Context: an optimization exercise on an open-source flow, tuned for small area. The choices shown serve that exercise and are no tape-out recipe. Where RTL was checked, it was by simulation tests only, not by an equivalence proof against the original. Power is estimated from default activity; no workload was simulated.

Design PicosOmpSsManager, start of the top module:
module PicosOmpSsManager #(
    parameter MAX_ACCS = 16,
    parameter MAX_ACC_CREATORS = 16,
    parameter MAX_ACC_TYPES = 16,
    parameter CMDIN_SUBQUEUE_LEN = 64,
    parameter CMDOUT_SUBQUEUE_LEN = 64,
    parameter SPAWNIN_QUEUE_LEN = 1024,
    parameter SPAWNOUT_QUEUE_LEN = 1024,
    parameter LOCK_SUPPORT = 0,
    parameter ENABLE_SPAWN_QUEUES = 0,
    parameter AXILITE_INTF = 0,
    parameter ENABLE_TASK_CREATION = 0,
    parameter DBG_AVAIL_COUNT_EN = 0,
    parameter DBG_AVAIL_COUNT_W = 1,
    parameter [MAX_ACC_TYPES*8-1:0]  SCHED_COUNT = 0,
    parameter [MAX_ACC_TYPES*8-1:0]  SCHED_ACCID = 0,
    parameter [MAX_ACC_TYPES*32-1:0] SCHED_TTYPE = 0,
    parameter MAX_ARGS_PER_TASK = 15,
    parameter MAX_DEPS_PER_TASK = 8,
    parameter MAX_COPS_PER_TASK = 15,
    localparam ACC_BITS = $clog2(MAX_ACCS)
) (
    input  clk,
    input  rstn,
    input  cmdout_in_tvalid,
    output cmdout_in_tready,
    input  [ACC_BITS-1:0] cmdout_in_tid,
    input  [63:0] cmdout_in_tdata,
    output cmdin_out_tvalid,
    input  cmdin_out_tready,
    output [ACC_BITS-1:0] cmdin_out_tdest,
    output [63:0] cmdin_out_tdata,
    output cmdin_out_tlast,
    output cmdin_queue_en,
    output [7:0] cmdin_queue_we,
    output [31:0] cmdin_queue_addr,
    output [63:0] cmdin_queue_din,
    input  [63:0] cmdin_queue_dout,
    output cmdout_queue_en,
    output [7:0] cmdout_queue_we,
    output [31:0] cmdout_queue_addr,
    output [63:0] cmdout_queue_din,
    input  [63:0] cmdout_queue_dout
);
make LEC_CHECK=0 CAP_MARGIN=20 CORE_MARGIN=2 CORE_UTILIZATION=65 PLACE_DENSITY=0.75 SLEW_MARGIN=20 finish   # period 6.0 ns
run.sh (not shown) runs the stock make flow with config.mk's settings and CLKGATE_MAP_FILE= SYNTH_SCRIPT=/design/flow/synth_recipe.tcl, a recipe that flattens the netlist after the stock synthesis.
Next try:
--- a/flow/config.mk
+++ b/flow/config.mk
@@ -9,4 +9,4 @@
 export CORE_MARGIN = 2
-export CORE_UTILIZATION = 65
-export PLACE_DENSITY = 0.75
+export CORE_UTILIZATION = 40
+export PLACE_DENSITY = 0.6
 export SLEW_MARGIN = 20
The new run passed the timing, DRC and antenna checks.
Count of clock-buffer cells in the layout grows by 10.
First-iteration DRC count shrinks by 8.0%.
Worst setup slack degrades by 120 ps.

Another version of the RTL of PicosOmpSsManager (not shown whole).
Size: ~1600 cells after synthesis, ~410 flip-flops, about 480 I/O pins, ~0.020 sq mm of cells after synthesis.
Settings: LEC_CHECK=0, CAP_MARGIN=20, CORE_MARGIN=2, CORE_UTILIZATION=40, CTS_BUF_LIST=sky130_fd_sc_hd__clkbuf_4, CTS_CLUSTER_DIAMETER=50, CTS_CLUSTER_SIZE=8, PLACE_DENSITY=0.6, SLEW_MARGIN=20; clock period 6.0 ns.
standard.sh (not shown) runs the stock make flow with config.mk's settings and CLKGATE_MAP_FILE= SYNTH_SCRIPT=/design/flow/synth_recipe.tcl, a recipe that flattens the netlist after the stock synthesis.
==> flow/flow/run.sh <==
#!/bin/bash
# Standard ORFS layout, with the port buffers made of the smallest buffer cell.
set -euo pipefail
export BUFFER_PORTS_ARGS="-buffer_cell sky130_fd_sc_hd__buf_1"
bash standard.sh "BUFFER_PORTS_ARGS=$BUFFER_PORTS_ARGS" finish > standard.log 2>&1
==> next run, changes <==
Settings changed: CORE_UTILIZATION 40 to 60, CTS_CLUSTER_SIZE 8 to 10, PLACE_DENSITY 0.6 to 0.75.
Result: Maximum frequency stays flat; design area falls slightly; first-iteration DRC count went up by a quarter to a third; core utilization grows by 20 points; die area falls by a quarter to a third; routed wire length fell slightly; total power falls by a few percent; global-route usage is higher by 9.0 points; worst hold slack loses 0.0093 ns; sequential share of layout area climbs by 0.98 points; register-to-register slack loses 0.12 ns.
No run of this note included a check of the RTL's function; only the layout flow was run.

Starting RTL as in the previous note.
export LEC_CHECK = 0
export CAP_MARGIN = 20
export CORE_MARGIN = 2
export CORE_UTILIZATION = 40
export CTS_BUF_LIST = sky130_fd_sc_hd__clkbuf_8
export PLACE_DENSITY = 0.6
export SLEW_MARGIN = 20
create_clock -name core_clock -period 6.0 [get_ports {clk}]
Scripts as last shown in full above: flow/flow/run.sh
The first run went through all stages and came out clean.
Next try:
CTS_BUF_LIST = not set   (was sky130_fd_sc_hd__clkbuf_8)
Final cell count came out lower by about 1.8%.
Design area came out higher by about 0.53%.
Power came out higher by 4.2%.
Global-route usage came out lower by 0.26 points.
Synthesized area is unchanged.
Sequential share of layout area came out lower by 0.28 points.
Clock-buffer cell count came out lower by 11.
Die area does not change.
Hold slack barely changes.
Sequential power stays flat.
Function was not checked in any run of this note: the RTL went through the layout flow alone.

Setup of harbor:
Another version of the RTL of PicosOmpSsManager (not shown whole).
For scale: roughly 1300 cells after synthesis, about 400 flip-flops, ~0.017 mm2 of cells after synthesis.
==> flow/design.v (excerpt) <==
module PicosOmpSsManager #(
    parameter MAX_ACCS = 16,
    parameter MAX_ACC_CREATORS = 16,
    parameter MAX_ACC_TYPES = 16,
    parameter CMDIN_SUBQUEUE_LEN = 64,
    parameter CMDOUT_SUBQUEUE_LEN = 64,
    parameter SPAWNIN_QUEUE_LEN = 1024,
    parameter SPAWNOUT_QUEUE_LEN = 1024,
    parameter LOCK_SUPPORT = 0,
    parameter ENABLE_SPAWN_QUEUES = 0,
    parameter AXILITE_INTF = 0,
    parameter ENABLE_TASK_CREATION = 0,
    parameter DBG_AVAIL_COUNT_EN = 0,
    parameter DBG_AVAIL_COUNT_W = 1,
    parameter [MAX_ACC_TYPES*8-1:0]  SCHED_COUNT = 0,
    parameter [MAX_ACC_TYPES*8-1:0]  SCHED_ACCID = 0,
    parameter [MAX_ACC_TYPES*32-1:0] SCHED_TTYPE = 0,
    parameter MAX_ARGS_PER_TASK = 15,
    parameter MAX_DEPS_PER_TASK = 8,
    parameter MAX_COPS_PER_TASK = 15,
    localparam ACC_BITS = $clog2(MAX_ACCS)
) (
    input  clk,
    input  rstn,
    input  cmdout_in_tvalid,
    output cmdout_in_tready,
    input  [ACC_BITS-1:0] cmdout_in_tid,
    input  [63:0] cmdout_in_tdata,
    output cmdin_out_tvalid,
    input  cmdin_out_tready,
    output [ACC_BITS-1:0] cmdin_out_tdest,
    output [63:0] cmdin_out_tdata,
    output cmdin_out_tlast,
    output cmdin_queue_en,
    output [7:0] cmdin_queue_we,
    output [31:0] cmdin_queue_addr,
    output [63:0] cmdin_queue_din,
    input  [63:0] cmdin_queue_dout,
    output cmdout_queue_en,
    output [7:0] cmdout_queue_we,
    output [31:0] cmdout_queue_addr,
    output [63:0] cmdout_queue_din,
    input  [63:0] cmdout_queue_dout
);
==> flow/config.mk <==
export PLATFORM = sky130hd
export DESIGN_NAME = PicosOmpSsManager
export DESIGN_NICKNAME = PicosOmpSsManager
export VERILOG_FILES = /design/flow/design.v
export SDC_FILE = /design/flow/constraint.sdc
export NUM_CORES = 4
export LEC_CHECK = 0
export CAP_MARGIN = 20
export CORE_MARGIN = 2
export CORE_UTILIZATION = 40
export PLACE_DENSITY = 0.6
export SLEW_MARGIN = 20
==> flow/constraint.sdc <==
create_clock -name core_clock -period 6.0 [get_ports {clk}]
set_input_delay 1.2000 -clock core_clock [delete_from_list [all_inputs] [get_ports {clk}]]
set_output_delay 1.2000 -clock core_clock [all_outputs]
set_load 0.01 [all_outputs]
==> flow/flow/run.sh <==
#!/bin/bash
# Standard ORFS layout with four changes:
#  - synthesis maps with an area-oriented abc script (flow/synth.tcl, flow/abc_area_nf.script);
#    everything else in it is synth_recipe.tcl, so the registers are the standard synthesis's;
#  - port buffers use the smallest buffer cell (buf_1);
#  - one tie cell drives all constant outputs (no tie fan-out repair);
#  - clock tree from clkbuf_4 in small sink clusters, without dummy loads.
set -euo pipefail
here=$(pwd)
export MY_ABC_SCRIPT="$here/flow/abc_area_nf.script"
export BUFFER_PORTS_ARGS="-buffer_cell sky130_fd_sc_hd__buf_1"
export SKIP_REPAIR_TIE_FANOUT=1
export CTS_ARGS="-sink_clustering_enable -repair_clock_nets -buf_list sky130_fd_sc_hd__clkbuf_4 -sink_clustering_size 8 -sink_clustering_max_diameter 50 -dont_use_dummy_load"
bash standard.sh "SYNTH_SCRIPT=$here/flow/synth.tcl" "BUFFER_PORTS_ARGS=$BUFFER_PORTS_ARGS" SKIP_REPAIR_TIE_FANOUT=1 "CTS_ARGS=$CTS_ARGS" finish > standard.log 2>&1
==> flow/flow/abc_area_nf.script <==
&get -n
&st
&dch -f
&nf -a -R 1000
&put
==> flow/flow/synth.tcl <==
# The standard flow's synthesis script (synth_recipe.tcl) with one change: abc maps with
# flow/abc_area_nf.script (area-oriented mapping, no buffering or upsizing).
proc synth {args} { yosys synth -nofsm -noshare {*}$args }
proc abc {args} {
  set i [lsearch $args -script]
  if { $i >= 0 } { lset args [expr {$i + 1}] $::env(MY_ABC_SCRIPT) }
  yosys abc {*}$args
}
source $::env(SCRIPTS_DIR)/synth.tcl
# left out here: clear keep_hierarchy, flatten, clean up, hide names made inside functions, write 1_2_yosys.v
Per the final summary, harbor finished and its layout is clean on timing, DRC and antenna.
Inputs modified between harbor and maple:
==> flow/flow/abc_area_nf.script <==
&get -n
&st
&fraig -x
&st
&dch -f
&nf -a -p -R 1000 -F 8 -A 8 -C 32
&put
Notes after the runs:
- Lower sequential power among harbor and maple: harbor
- In the reports for harbor and maple, the smaller cell count along the critical path belongs to maple.
- Relative to harbor, the global-route usage of maple is higher by 0.43 points.
- Going from harbor to maple, minimum clock period lower, number of cells traversed by the worst hold path has remained practically unchanged, non-clock buffer count now sits higher, final cell utilization of the core level.
- Against harbor, maple comes in about 4.5% higher on fmax.
- Post-synthesis instance area across harbor and maple: no real change.
- maple finished end to end and its layout was clean on timing, DRC and antenna.
- Of the two values seen for worst-path cell with the longest stage delay, a222oi_1 was produced by maple and edfxtp_1 by harbor.
Inputs modified between maple and fjord:
-- flow/flow/run.sh --
<<< maple, line 12
export SKIP_REPAIR_TIE_FANOUT=1
export CTS_ARGS="-sink_clustering_enable -repair_clock_nets -buf_list sky130_fd_sc_hd__clkbuf_4 -sink_clustering_size 8 -sink_clustering_max_diameter 50 -dont_use_dummy_load"
bash standard.sh "SYNTH_SCRIPT=$here/flow/synth.tcl" "BUFFER_PORTS_ARGS=$BUFFER_PORTS_ARGS" SKIP_REPAIR_TIE_FANOUT=1 "CTS_ARGS=$CTS_ARGS" finish > standard.log 2>&1
>>> fjord, line 12
export SKIP_REPAIR_TIE_FANOUT=1
export CTS_ARGS="-sink_clustering_enable -repair_clock_nets -buf_list sky130_fd_sc_hd__clkbuf_4 -sink_clustering_size 9 -sink_clustering_max_diameter 50 -dont_use_dummy_load"
bash standard.sh "SYNTH_SCRIPT=$here/flow/synth.tcl" "BUFFER_PORTS_ARGS=$BUFFER_PORTS_ARGS" SKIP_REPAIR_TIE_FANOUT=1 "CTS_ARGS=$CTS_ARGS" finish > standard.log 2>&1
==> flow/flow/abc_area_nf.script <==
&get -n
&st
&fraig -x
&st
&dch -f
&nf -a -R 1000
&put
Results
- fjord ended with more sequential cell fraction of total power than maple.
- In the final design statistics, fjord uses more standard cells in total than maple.
- Taking maple as the reference point, the clock transition at the registers of the reported paths of fjord rises by 0.02 ns.
The inputs of xenon differ from those of fjord as listed below.
-- flow/flow/run.sh --
<<< fjord, line 12
export SKIP_REPAIR_TIE_FANOUT=1
export CTS_ARGS="-sink_clustering_enable -repair_clock_nets -buf_list sky130_fd_sc_hd__clkbuf_4 -sink_clustering_size 9 -sink_clustering_max_diameter 50 -dont_use_dummy_load"
bash standard.sh "SYNTH_SCRIPT=$here/flow/synth.tcl" "BUFFER_PORTS_ARGS=$BUFFER_PORTS_ARGS" SKIP_REPAIR_TIE_FANOUT=1 "CTS_ARGS=$CTS_ARGS" finish > standard.log 2>&1
>>> xenon, line 12
export SKIP_REPAIR_TIE_FANOUT=1
export CTS_ARGS="-sink_clustering_enable -repair_clock_nets -buf_list sky130_fd_sc_hd__clkbuf_4 -sink_clustering_size 10 -sink_clustering_max_diameter 50 -dont_use_dummy_load"
bash standard.sh "SYNTH_SCRIPT=$here/flow/synth.tcl" "BUFFER_PORTS_ARGS=$BUFFER_PORTS_ARGS" SKIP_REPAIR_TIE_FANOUT=1 "CTS_ARGS=$CTS_ARGS" finish > standard.log 2>&1
==> flow/flow/abc_area_nf.script <==
&get -n
&st
&dch -f
&nf -a
&st
&syn2
&dch -f
&nf -a
&st
&synch2
&nf -a
&put
Results
What xenon reported for number of clock buffers in the layout has to be multiplied by 1.08 to get the figure for fjord. Delay of the slowest cell on the worst path for xenon: 0.19 ns up relative to fjord. fjord → xenon: clock latency reported for the late side of the worst-skew pair higher, count of inverters not on the clock network in the layout up 48, combinational power now sits lower. Against fjord, worst hold slack in xenon came out worse. Min via count normalized by instance count across xenon and fjord: fjord. Compared with fjord, xenon shows a switching share of power that is 4.8 points lower. For fjord, the beginning of the critical path was Command_In_I.copy_opt.state[2], unlike xenon, where it was Command_Out_I.acc_id[0]. Compared with fjord, xenon instantiates a larger number of standard cells. Detail-routed net length per standard cell for xenon is higher than for fjord.
Inputs modified between xenon and sierra:
==> flow/flow/run.sh <==
#!/bin/bash
# Standard ORFS layout with three changes:
#  - port buffers use the smallest buffer cell (buf_1);
#  - one tie cell drives all constant outputs (no tie fan-out repair);
#  - clock tree from clkbuf_4 in small sink clusters, without dummy loads.
set -euo pipefail
export BUFFER_PORTS_ARGS="-buffer_cell sky130_fd_sc_hd__buf_1"
export SKIP_REPAIR_TIE_FANOUT=1
export CTS_ARGS="-sink_clustering_enable -repair_clock_nets -buf_list sky130_fd_sc_hd__clkbuf_4 -sink_clustering_size 10 -sink_clustering_max_diameter 50 -dont_use_dummy_load"
bash standard.sh "BUFFER_PORTS_ARGS=$BUFFER_PORTS_ARGS" SKIP_REPAIR_TIE_FANOUT=1 "CTS_ARGS=$CTS_ARGS" finish > standard.log 2>&1
removed: flow/flow/abc_area_nf.script
removed: flow/flow/synth.tcl
sierra: flow completed, timing, DRC and antenna clean
sierra: net total in the final layout is 37 higher than what xenon reported.
Comparing area overhead of the layout relative to synthesis for xenon and sierra, the bigger number came from xenon.
Going from xenon to sierra, setup slack went up 0.21 ns, number of tap cells added at floorplan went up 7, count of unresolved DRC violations after routing held, aggregate routed wire length went down about 1%, detail-routed via count per cell held.
Re post-route total power: sierra is about 24% up on xenon.

Starting RTL as in the previous note.
==> flow/config.mk <==
export PLATFORM = sky130hd
export DESIGN_NAME = PicosOmpSsManager
export DESIGN_NICKNAME = PicosOmpSsManager
export VERILOG_FILES = /design/flow/design.v
export SDC_FILE = /design/flow/constraint.sdc
export NUM_CORES = 4
export LEC_CHECK = 0
export CAP_MARGIN = 20
export CORE_MARGIN = 2
export CORE_UTILIZATION = 40
export PLACE_DENSITY = 0.6
export SLEW_MARGIN = 20
==> flow/constraint.sdc <==
create_clock -name core_clock -period 6.0 [get_ports {clk}]
set_input_delay 1.2000 -clock core_clock [delete_from_list [all_inputs] [get_ports {clk}]]
set_output_delay 1.2000 -clock core_clock [all_outputs]
set_load 0.01 [all_outputs]
==> flow/flow/run.sh <==
#!/bin/bash
# Standard ORFS layout with four changes:
#  - synthesis maps with an area-oriented abc script (flow/synth.tcl, flow/abc_area_nf.script);
#    everything else in it is synth_recipe.tcl, so the registers are the standard synthesis's;
#  - port buffers use the smallest buffer cell (buf_1);
#  - one tie cell drives all constant outputs (no tie fan-out repair);
#  - clock tree from clkbuf_4 in small sink clusters, without dummy loads.
set -euo pipefail
here=$(pwd)
export MY_ABC_SCRIPT="$here/flow/abc_area_nf.script"
export BUFFER_PORTS_ARGS="-buffer_cell sky130_fd_sc_hd__buf_1"
export SKIP_REPAIR_TIE_FANOUT=1
export CTS_ARGS="-sink_clustering_enable -repair_clock_nets -buf_list sky130_fd_sc_hd__clkbuf_4 -sink_clustering_size 9 -sink_clustering_max_diameter 70 -dont_use_dummy_load"
bash standard.sh "SYNTH_SCRIPT=$here/flow/synth.tcl" "BUFFER_PORTS_ARGS=$BUFFER_PORTS_ARGS" SKIP_REPAIR_TIE_FANOUT=1 "CTS_ARGS=$CTS_ARGS" finish > standard.log 2>&1
==> flow/flow/abc_area_nf.script <==
&get -n
&st
&fraig -x
&st
&dch -f
&nf -a -R 1000
&put
==> flow/flow/synth.tcl <==
# The standard flow's synthesis script (synth_recipe.tcl) with one change: abc maps with
# flow/abc_area_nf.script (area-oriented mapping, no buffering or upsizing).
proc synth {args} { yosys synth -nofsm -noshare {*}$args }
proc abc {args} {
  set i [lsearch $args -script]
  if { $i >= 0 } { lset args [expr {$i + 1}] $::env(MY_ABC_SCRIPT) }
  yosys abc {*}$args
}
source $::env(SCRIPTS_DIR)/synth.tcl
# left out here: clear keep_hierarchy, flatten, clean up, hide names made inside functions, write 1_2_yosys.v
Change:
--- a/flow/flow/run.sh
+++ b/flow/flow/run.sh
@@ -11,4 +11,4 @@
 export BUFFER_PORTS_ARGS="-buffer_cell sky130_fd_sc_hd__buf_1"
 export SKIP_REPAIR_TIE_FANOUT=1
-export CTS_ARGS="-sink_clustering_enable -repair_clock_nets -buf_list sky130_fd_sc_hd__clkbuf_4 -sink_clustering_size 9 -sink_clustering_max_diameter 70 -dont_use_dummy_load"
+export CTS_ARGS="-sink_clustering_enable -repair_clock_nets -buf_list sky130_fd_sc_hd__clkbuf_4 -sink_clustering_size 8 -sink_clustering_max_diameter 50 -dont_use_dummy_load"
 bash standard.sh "SYNTH_SCRIPT=$here/flow/synth.tcl" "BUFFER_PORTS_ARGS=$BUFFER_PORTS_ARGS" SKIP_REPAIR_TIE_FANOUT=1 "CTS_ARGS=$CTS_ARGS" finish > standard.log 2>&1
What happened: Total power goes up slightly. Clock skew goes up by 16 ps. Area after synthesis stays the same. Die area is unchanged. Via count goes up slightly.

-- what the ideal ports hide --
In the flow no input, the clock included, has a driving cell. The finished layouts below were timed again as built, in two steps.
Step 1: set_driving_cell puts a clkbuf_16 on clk and a buf_2 on each other input, an assumption about the parent block.
Step 2 adds t to the input delays and takes it off the output delays; t is the mean of the earliest and latest rising clock arrival at the registers after step 1. Input paths then give back, and output paths get back, about the clock's delay inside the block.
Slacks: ideal / step 1 / step 2; pairs: ideal / step 1.
run	shift t [ns]	slack for setup (ns)	worst hold slack (ns)	worst setup path at the end
the first run of note 1	0.595	1.340 / 1.287 / 1.311	0.381 / 0.381 / 0.381	input to register
the second run of note 1	0.631	1.217 / 1.164 / 1.567	0.366 / 0.366 / 0.366	input to register
the first run of note 2	0.876	1.150 / 1.101 / 1.839	0.399 / 0.399 / 0.399	input to register
the second run of note 2	0.742	1.162 / 1.114 / 1.793	0.390 / 0.390 / 0.390	input to register
the first run of note 3	0.671	1.305 / 1.256 / 1.830	0.389 / 0.389 / 0.389	input to register
the second run of note 3	0.625	1.493 / 1.436 / 1.837	0.389 / 0.389 / 0.389	input to register
harbor	0.784	1.302 / 1.248 / 2.002	0.361 / 0.361 / 0.361	register to register
maple	0.795	1.502 / 1.452 / 2.134	0.311 / 0.311 / 0.311	input to register
fjord	0.791	1.564 / 1.515 / 2.293	0.380 / 0.380 / 0.380	input to register
xenon	0.780	1.046 / 0.995 / 1.775	0.339 / 0.339 / 0.339	register to output
sierra	0.762	1.258 / 1.207 / 1.912	0.393 / 0.393 / 0.393	register to register
the first run of note 5	0.815	1.533 / 1.480 / 2.295	0.358 / 0.358 / 0.358	register to output
the second run of note 5	0.800	1.588 / 1.541 / 2.282	0.345 / 0.345 / 0.345	input to register
After both steps every run listed still meets setup and hold. For the first run of note 1, which loses most, drivers alone change the setup slack by -0.053 ns; drivers and shift together by -0.029 ns.
